Source: an optimization exercise on an open RTL-to-GDS flow (aim: small area). Production flows keep margins and buffers that such runs may drop. In this exercise RTL edits were held to simulation tests only and were not proved equivalent to the original. No driver is modelled on the clock port, so clock power and skew are understated where the tree is cut down; a real chip needs a root buffer or a tree. Power and IR drop assume default switching activity.

v15:
Design rotary_combination_lock, start of the top module:
module rotary_combination_lock(
    output wire LCD_E, LCD_RW, LCD_RS,
    output wire [3:0] SF_D,
    output wire [2:0] J1,
    input Clk,
    input Rst,
    input Center,
    input South,
    input wire rotA, rotB
);
Size in the first run: about 300 cells after synthesis, roughly 58 flip-flops, ~2300 um^2 of cells after synthesis.
clock: 10.0 ns
lec_check: 0
abc_area: 1
cap_margin: 20
core_margin: 2
core_utilization: 40
slew_margin: 20
standard.sh (not shown) runs the stock make flow with config.mk's settings and CLKGATE_MAP_FILE= SYNTH_SCRIPT=/design/flow/synth_recipe.tcl, a recipe that flattens the netlist after the stock synthesis.
==> flow/flow/run.sh <==
#!/bin/bash
# Own layout flow: the standard ORFS flow with
#  - an area-oriented ABC mapping script (flow/abc_area.script),
#  - minimum-size port buffers,
#  - a small hand-built clock buffer stage in place of TritonCTS
#    (flow/manual_cts.tcl).
# Tool output goes to flow_standard.log here and to the ORFS logs.
set -euo pipefail
W=$PWD
rm -rf "$W/scripts_mod"
cp -r "$FLOW_HOME/scripts" "$W/scripts_mod"
cp "$W/flow/abc_area.script" "$W/scripts_mod/abc_area.script"
cp "$W/flow/manual_cts.tcl" "$W/scripts_mod/manual_cts.tcl"
sed -i 's|^log_cmd clock_tree_synthesis {\*}\$cts_args|source $::env(SCRIPTS_DIR)/manual_cts.tcl|' "$W/scripts_mod/cts.tcl"
grep -q manual_cts.tcl "$W/scripts_mod/cts.tcl"
export MCTS_N=${MCTS_N:-3}
export MCTS_CELL=${MCTS_CELL:-sky130_fd_sc_hd__clkbuf_8}
bash standard.sh SCRIPTS_DIR="$W/scripts_mod" ADDER_MAP_FILE= \
  "BUFFER_PORTS_ARGS=-buffer_cell sky130_fd_sc_hd__buf_1" \
  finish > "$W/flow_standard.log" 2>&1
==> flow/flow/abc_area.script <==
strash
&get -n
&deepsyn -J 100
&put
dch -f
amap
Other scripts of this flow, unchanged in this note and not shown: flow/flow/manual_cts.tcl
Input-level comparison between v40 and v15:
==> flow/flow/run.sh <==
#!/bin/bash
# Own layout flow: the standard ORFS flow (standard.sh) with
#  - synthesis run once per area-oriented ABC script in flow/abc_*.script
#    (in parallel, each in its own ORFS work folder syn_N/), keeping the
#    smallest netlist; only the combinational mapping differs between them,
#  - minimum-size port buffers,
#  - a small hand-built clock buffer stage in place of TritonCTS
#    (flow/manual_cts.tcl).
# Each run's output goes to syn_N/synth.log and flow_standard.log here, and
# to the ORFS logs under syn_N/orfs/logs and orfs/logs.
set -euo pipefail
W=$PWD
R=results/sky130hd/rotary_combination_lock/base
mkscripts() {
  rm -rf "$1"
  cp -r "$FLOW_HOME/scripts" "$1"
  cp "$W/flow/manual_cts.tcl" "$1/manual_cts.tcl"
  sed -i 's|^log_cmd clock_tree_synthesis {\*}\$cts_args|source $::env(SCRIPTS_DIR)/manual_cts.tcl|' "$1/cts.tcl"
  grep -q manual_cts.tcl "$1/cts.tcl"
}
i=0
for s in "$W"/flow/abc_*.script; do
  i=$((i + 1))
  d="$W/syn_$i"
  rm -rf "$d"; mkdir -p "$d"
  mkscripts "$d/scripts"
  cp "$s" "$d/scripts/abc_area.script"
  sed "s|WORK_HOME=[^ ]*|WORK_HOME=$d/orfs|" standard.sh > "$d/std.sh"
  ( bash "$d/std.sh" SCRIPTS_DIR="$d/scripts" ADDER_MAP_FILE= synth > "$d/synth.log" 2>&1 || true ) &
done
wait
best=""; besta=""
for d in "$W"/syn_*; do
  f="$d/orfs/reports/sky130hd/rotary_combination_lock/base/synth_stat.txt"
  [ -f "$d/orfs/$R/1_synth.odb" ] && [ -f "$f" ] || continue
  a=$(grep -i "chip area for module" "$f" | awk '{print $NF}')
  echo "$d $a" >> "$W/flow_synth_choice.log"
  if [ -z "$best" ] || awk "BEGIN{exit !($a < $besta)}"; then best=$d; besta=$a; fi
done
[ -n "$best" ]
echo "chosen: $best $besta" >> "$W/flow_synth_choice.log"
rm -rf "$W/orfs"
cp -a "$best/orfs" "$W/orfs"
mkscripts "$W/scripts_mod"
cp "$best/scripts/abc_area.script" "$W/scripts_mod/abc_area.script"
export MCTS_N=${MCTS_N:-3}
export MCTS_CELL=${MCTS_CELL:-sky130_fd_sc_hd__clkbuf_8}
bash standard.sh SCRIPTS_DIR="$W/scripts_mod" ADDER_MAP_FILE= \
  "BUFFER_PORTS_ARGS=-buffer_cell sky130_fd_sc_hd__buf_1" \
  finish > "$W/flow_standard.log" 2>&1
==> flow/flow/abc_1.script (new file) <==
strash
&get -n
&deepsyn -J 100
&put
dch -f
amap
==> flow/flow/abc_2.script (new file) <==
strash
&get -n
&deepsyn -J 100
&put
dc2
dch -f
amap
==> flow/flow/abc_3.script (new file) <==
strash
&get -n
&deepsyn -J 100 -S 7
&put
dch -f
amap
==> flow/flow/abc_4.script (new file) <==
strash
&get -n
&deepsyn -J 500
&put
dch -f
amap
removed: flow/flow/abc_area.script
==> comparison <==
In summary, v40 completed successfully, with a layout that passed the timing, DRC and antenna checks. Worst hold slack: v40 vs v15 up 0.011 ns. Compared to v15, v40 has final critical-path required period 0.074 ns higher. When the final numbers for v15 and v40 were put side by side, the average wire per cell in the routed design turned out to be greater in v40. Utilization: v15 vs v40 — no meaningful difference. Cell area reported after detailed placement (lower): v40. Re filler cell count in the final layout: v15 was lower than v40. v40 ends up with lower area after synthesis than v15 does.
The inputs of v49 differ from those of v40 as listed below.
Settings: swapping 20 for 10 in CAP_MARGIN; putting GPL_TIMING_DRIVEN at 0 where nothing was set; swapping 40 for 60 in CORE_UTILIZATION; swapping 20 for 10 in SLEW_MARGIN.
-- flow/flow/run.sh --
<<< v40, line 4
#    (in parallel, each in its own ORFS work folder syn_N/), keeping the
#    smallest netlist; only the combinational mapping differs between them,
#  - minimum-size port buffers,
#  - a small hand-built clock buffer stage in place of TritonCTS
#    (flow/manual_cts.tcl).
>>> v49, line 4
#    (in parallel, each in its own ORFS work folder syn_N/), keeping the
#    smallest netlist; only the combinational mapping differs between them,
#  - no extra synthesis buffer on the constant output, minimum-size port
#    buffers,
#  - a small hand-built clock buffer stage in place of TritonCTS
#    (flow/manual_cts.tcl).
<<< v40, line 27
  cp "$s" "$d/scripts/abc_area.script"
  sed "s|WORK_HOME=[^ ]*|WORK_HOME=$d/orfs|" standard.sh > "$d/std.sh"
  ( bash "$d/std.sh" SCRIPTS_DIR="$d/scripts" ADDER_MAP_FILE= synth > "$d/synth.log" 2>&1 || true ) &
done
wait
>>> v49, line 28
  cp "$s" "$d/scripts/abc_area.script"
  sed "s|WORK_HOME=[^ ]*|WORK_HOME=$d/orfs|" standard.sh > "$d/std.sh"
  ( bash "$d/std.sh" SCRIPTS_DIR="$d/scripts" ADDER_MAP_FILE= SYNTH_INSBUF=0 synth > "$d/synth.log" 2>&1 || true ) &
done
wait
<<< v40, line 46
export MCTS_N=${MCTS_N:-3}
export MCTS_CELL=${MCTS_CELL:-sky130_fd_sc_hd__clkbuf_8}
bash standard.sh SCRIPTS_DIR="$W/scripts_mod" ADDER_MAP_FILE= \
  "BUFFER_PORTS_ARGS=-buffer_cell sky130_fd_sc_hd__buf_1" \
  finish > "$W/flow_standard.log" 2>&1
>>> v49, line 47
export MCTS_N=${MCTS_N:-3}
export MCTS_CELL=${MCTS_CELL:-sky130_fd_sc_hd__clkbuf_8}
bash standard.sh SCRIPTS_DIR="$W/scripts_mod" ADDER_MAP_FILE= SYNTH_INSBUF=0 \
  "BUFFER_PORTS_ARGS=-buffer_cell sky130_fd_sc_hd__buf_1" \
  finish > "$W/flow_standard.log" 2>&1
==> comparison <==
v49: full flow OK, the timing, DRC and antenna checks passed. Any difference in clock input transition at the sequential cells of the worst setup and hold paths between v40 and v49 is small enough to ignore. Compared with v40, v49 degrades internal reg-to-reg setup slack. Diff v49..v40 | total power | negligible.
In every run of this note, the design's own scripts or RTL, not TritonCTS, make the clock network.

* * *

Setup of run a:
rotary_combination_lock again, from the RTL that the note above started with.
clock: 10.0 ns
lec_check: 0
abc_area: 1
cap_margin: 10
core_margin: 2
core_utilization: 40
gpl_timing_driven: 0
slew_margin: 10
==> flow/flow/run.sh <==
#!/bin/bash
# Own layout flow: the standard ORFS flow (standard.sh) with
#  - synthesis run once per area-oriented ABC script in flow/abc_*.script
#    (in parallel, each in its own ORFS work folder syn_N/), keeping the
#    smallest netlist; only the combinational mapping differs between them,
#  - no extra synthesis buffer on the constant output, minimum-size port
#    buffers,
#  - a small hand-built clock buffer stage in place of TritonCTS
#    (flow/manual_cts.tcl).
# Each run's output goes to syn_N/synth.log and flow_standard.log here, and
# to the ORFS logs under syn_N/orfs/logs and orfs/logs.
set -euo pipefail
W=$PWD
R=results/sky130hd/rotary_combination_lock/base
mkscripts() {
  rm -rf "$1"
  cp -r "$FLOW_HOME/scripts" "$1"
  cp "$W/flow/manual_cts.tcl" "$1/manual_cts.tcl"
  sed -i 's|^log_cmd clock_tree_synthesis {\*}\$cts_args|source $::env(SCRIPTS_DIR)/manual_cts.tcl|' "$1/cts.tcl"
  grep -q manual_cts.tcl "$1/cts.tcl"
}
i=0
for s in "$W"/flow/abc_*.script; do
  i=$((i + 1))
  d="$W/syn_$i"
  rm -rf "$d"; mkdir -p "$d"
  mkscripts "$d/scripts"
  cp "$s" "$d/scripts/abc_area.script"
  sed "s|WORK_HOME=[^ ]*|WORK_HOME=$d/orfs|" standard.sh > "$d/std.sh"
  ( bash "$d/std.sh" SCRIPTS_DIR="$d/scripts" ADDER_MAP_FILE= SYNTH_INSBUF=0 synth > "$d/synth.log" 2>&1 || true ) &
done
wait
best=""; besta=""
for d in "$W"/syn_*; do
  f="$d/orfs/reports/sky130hd/rotary_combination_lock/base/synth_stat.txt"
  [ -f "$d/orfs/$R/1_synth.odb" ] && [ -f "$f" ] || continue
  a=$(grep -i "chip area for module" "$f" | awk '{print $NF}')
  echo "$d $a" >> "$W/flow_synth_choice.log"
  if [ -z "$best" ] || awk "BEGIN{exit !($a < $besta)}"; then best=$d; besta=$a; fi
done
[ -n "$best" ]
echo "chosen: $best $besta" >> "$W/flow_synth_choice.log"
rm -rf "$W/orfs"
cp -a "$best/orfs" "$W/orfs"
mkscripts "$W/scripts_mod"
cp "$best/scripts/abc_area.script" "$W/scripts_mod/abc_area.script"
export MCTS_N=${MCTS_N:-3}
export MCTS_CELL=${MCTS_CELL:-sky130_fd_sc_hd__clkbuf_8}
bash standard.sh SCRIPTS_DIR="$W/scripts_mod" ADDER_MAP_FILE= SYNTH_INSBUF=0 \
  "BUFFER_PORTS_ARGS=-buffer_cell sky130_fd_sc_hd__buf_1" \
  finish > "$W/flow_standard.log" 2>&1
Other scripts of this flow, unchanged in this note and not shown: flow/flow/abc_1.script, flow/flow/abc_2.script, flow/flow/abc_3.script, flow/flow/abc_4.script, flow/flow/manual_cts.tcl
> inputs changed (run a -> run b)
- swapping 40 for 70 in CORE_UTILIZATION
Results
In the tables for run b and run a, die area reads lower with run b.
Looking at area growth from synthesis to final layout, run b sits below run a.
Global-route usage was lower in the run labelled run a.
Going from run a to run b, data required time of the critical path -0.03 ns, power per cell area +0.58 nW/um^2, post-route core utilization +34 points, minimum clock period +0.17 ns, power -0.98%.
Effective utilization at floorplan in run b is 33 points higher than in run a
Compared with run a, run b shows share of total power in the clock network lower by 0.9 points.
The run with more routed wire is run a, not run b.
No run of this note takes its clock network from TritonCTS; it comes from the design's own scripts or RTL.

[separate check: timing with driven ports]
No port has a modelled driver above. Below, the same layouts with a new extraction and two added sets of constraints. Step 1, drivers: a clkbuf_16 drives Clk and a buf_2 each remaining input, both assumed. Step 2 adds t to the input delays and takes it off the output delays; t is the mean of the earliest and latest rising clock arrival at the registers after step 1. Input paths then give back, and output paths get back, about the clock's delay inside the block. Three values: no drivers, after step 1, after step 2; two values: the first two.
| run | t (ns) | setup slack, ns | worst hold slack (ns) | latest minus earliest clock arrival (ns) | worst slew at a driven data input, ns |
|---|---|---|---|---|---|
| v15 | 0.210 | 5.575 / 5.599 / 5.388 | 0.332 / 0.332 / 0.332 | 0.007 / 0.007 | 0.03 |
| v40 | 0.214 | 5.501 / 5.523 / 5.308 | 0.342 / 0.342 / 0.342 | 0.009 / 0.009 | 0.03 |
| v49 | 0.214 | 5.038 / 5.061 / 4.847 | 0.340 / 0.340 / 0.340 | 0.017 / 0.017 | 0.03 |
| run a | 0.215 | 5.200 / 5.209 / 4.993 | 0.339 / 0.339 / 0.339 | 0.015 / 0.015 | 0.04 |
| run b | 0.209 | 5.034 / 5.050 / 4.841 | 0.342 / 0.342 / 0.342 | 0.010 / 0.010 | 0.04 |
After both steps setup and hold are still met in every run listed. The setup slack of run a, which loses most, moves by +0.009 ns with the drivers and by -0.207 ns with both steps.
